Background: an optimization exercise with open tools, aiming at a short achievable clock period and few clock cycles. Do not read the settings as production practice. At most, simulation tests tie the RTL to the original design; equivalence was not proved.

## TinyMIPS
module TinyMIPS(
    input  wire        clk,
    input  wire        rst,
    input  wire [15:0] data_fromRAM,
    output wire        wrEn,
    output wire [7:0]  addr_toRAM,
    output wire [15:0] data_toRAM
);
==> flow/config.mk <==
export PLATFORM = sky130hd
export DESIGN_NAME = TinyMIPS
export DESIGN_NICKNAME = TinyMIPS
export VERILOG_FILES = /design/flow/design.v
export SDC_FILE = /design/flow/constraint.sdc
export NUM_CORES = 8
export LEC_CHECK = 0
export CAP_MARGIN = 20
export CORE_MARGIN = 2
export CORE_UTILIZATION = 60
export PLACE_DENSITY = 0.7
export SETUP_SLACK_MARGIN = 5
export SLEW_MARGIN = 20
==> flow/constraint.sdc <==
create_clock -name core_clock -period 8.0 [get_ports {clk}]
set_input_delay 1.6000 -clock core_clock [delete_from_list [all_inputs] [get_ports {clk}]]
set_output_delay 1.6000 -clock core_clock [all_outputs]
set_load 0.01 [all_outputs]
run.sh (not shown) runs the stock make flow with config.mk's settings and CLKGATE_MAP_FILE= SYNTH_SCRIPT=/design/flow/synth_recipe.tcl, a recipe that flattens the netlist after the stock synthesis.
Testbench counts at the start, summed over its fixed seeds: cycles 122,544.
Then changed:
--- a/flow/config.mk
+++ b/flow/config.mk
@@ -9,4 +9,3 @@
 export CORE_MARGIN = 2
-export CORE_UTILIZATION = 60
-export PLACE_DENSITY = 0.7
+export CORE_UTILIZATION = 40
 export SETUP_SLACK_MARGIN = 5
The new run passed the timing, design-rule and antenna checks; setup slack improves by 0.031 ns; routed wire length increases by about 2.7%; flip-flop and latch count does not change.

* * *

TinyMIPS, a different RTL version from the one above (not shown whole).
Size in the first run: ~6300 cells after synthesis, ~1200 flip-flops.
clock: 8.0 ns
lec_check: 0
cap_margin: 20
core_margin: 2
core_utilization: 50
place_density: 0.65
setup_slack_margin: 5
slew_margin: 20
synth_hierarchical: 1
standard.sh (not shown) runs the stock make flow with config.mk's settings and CLKGATE_MAP_FILE= SYNTH_SCRIPT=/design/flow/synth_recipe.tcl, a recipe that flattens the netlist after the stock synthesis.
==> flow/flow/run.sh <==
#!/bin/bash
# Standard layout, with the timing repair aiming at a larger setup margin.
bash standard.sh SETUP_SLACK_MARGIN=5.35 > standard_flow.log 2>&1
Edit:
==> flow/flow/run.sh (replaced) <==
#!/bin/bash
# Standard layout, with the timing repair aiming at a larger setup margin.
bash standard.sh SETUP_SLACK_MARGIN=5.15 > standard_flow.log 2>&1
The new run ran to the end with no violations.
Final cell count drops by 1.5%.
Non-clock buffer count drops by 83.
Worst setup slack gains 0.024 ns.
Sequential share of layout area climbs by 1.5 points.
Maximum frequency climbs by 0.81%.
Critical path depth drops by 4.
First-iteration DRC count drops by 7.8%.
Die area is unchanged.
No run of this note included a check of the RTL's function; only the layout flow was run.

* * *

Setup of run A:
TinyMIPS, a different RTL version from the one above (not shown whole).
Size in the first run: roughly 63000 um^2 of cells after synthesis.
Settings: LEC_CHECK=0, CAP_MARGIN=20, CORE_MARGIN=2, CORE_UTILIZATION=50, PLACE_DENSITY=0.65, SETUP_SLACK_MARGIN=5, SLEW_MARGIN=20, SYNTH_HIERARCHICAL=1; clock period 8.0 ns.
==> flow/flow/run.sh <==
#!/bin/bash
# Standard layout, with the timing repair aiming at a larger setup margin.
bash standard.sh SETUP_SLACK_MARGIN=5.35 > standard_flow.log 2>&1
Testbench counts of run A, summed over its fixed seeds: cycles 116,542.
What run B does differently from run A at the input level:
- CORE_UTILIZATION now 58, was 50
- PLACE_DENSITY now 0.72, was 0.65
==> flow/flow/run.sh <==
#!/bin/bash
# Standard layout, with the timing repair aiming at a larger setup margin.
bash standard.sh SETUP_SLACK_MARGIN=5.2 > standard_flow.log 2>&1
## What came out
Worst setup slack after layout in run B is 0.11 ns higher than in run A. No stage failed in run B, and the final checks on the layout all came back clean. Share of the cycle needed by the critical path after routing sits lower in run B than in run A.
Input-level comparison between run C and run B:
==> flow/flow/run.sh <==
#!/bin/bash
# Standard layout, with the timing repair aiming at a larger setup margin.
bash standard.sh SETUP_SLACK_MARGIN=5.25 > standard_flow.log 2>&1
--- outcome ---
- Minimum period implied by the final worst setup slack: run C < run B
- Taking run B as the reference, in run C proportion of synthesized area in mux cells about even, critical path data arrival time fell 0.18 ns, slack of the worst reg-to-reg path rose 0.03 ns.
- Going from run B to run C, total non-filler cell area in the finished layout grew slightly.
- Re maximum clock insertion buffer count: no difference whatsoever between run B and run C.
- Between run C and run B, the difference in clock network area share is negligible.

-- what the ideal ports hide --
The results above use ideal ports. As a check the final layouts listed here were re-extracted and re-timed, cells and wires unchanged.
Step 1 assumes that a clkbuf_16 drives the clock port and a buf_2 every other input.
Step 2 adds t to the input delays and takes it off the output delays; t is the mean of the earliest and latest rising clock arrival at the registers after step 1. Input paths then give back, and output paths get back, about the clock's delay inside the block.
a / b / c = no drivers / after step 1 / after step 2; a / b = the first two.
| run | shift t [ns] | setup slack, ns | worst hold slack (ns) | latest minus earliest clock arrival (ns) | worst register clock-pin slew, ns |
|---|---|---|---|---|---|
| the first run of note 1 | 0.684 | 5.011 / 4.972 / 4.407 | 0.315 / 0.315 / 0.315 | 0.026 / 0.026 | 0.07 / 0.07 |
| the second run of note 1 | 0.691 | 5.042 / 4.977 / 4.399 | 0.309 / 0.309 / 0.309 | 0.055 / 0.055 | 0.07 / 0.07 |
| the first run of note 2 | 0.869 | 5.047 / 5.047 / 4.424 | 0.326 / 0.326 / 0.326 | 0.035 / 0.034 | 0.07 / 0.07 |
| the second run of note 2 | 0.821 | 5.071 / 5.071 / 4.403 | 0.329 / 0.329 / 0.329 | 0.069 / 0.069 | 0.07 / 0.07 |
| run A | 0.828 | 5.055 / 5.055 / 4.460 | 0.319 / 0.319 / 0.319 | 0.032 / 0.032 | 0.08 / 0.08 |
| run B | 0.798 | 5.168 / 5.151 / 4.423 | 0.326 / 0.326 / 0.326 | 0.048 / 0.049 | 0.07 / 0.07 |
| run C | 0.798 | 5.197 / 5.126 / 4.483 | 0.322 / 0.322 / 0.322 | 0.041 / 0.042 | 0.07 / 0.07 |
After both steps every run listed still meets setup and hold. For run B, which loses most, drivers alone change the setup slack by -0.017 ns; drivers and shift together by -0.745 ns.
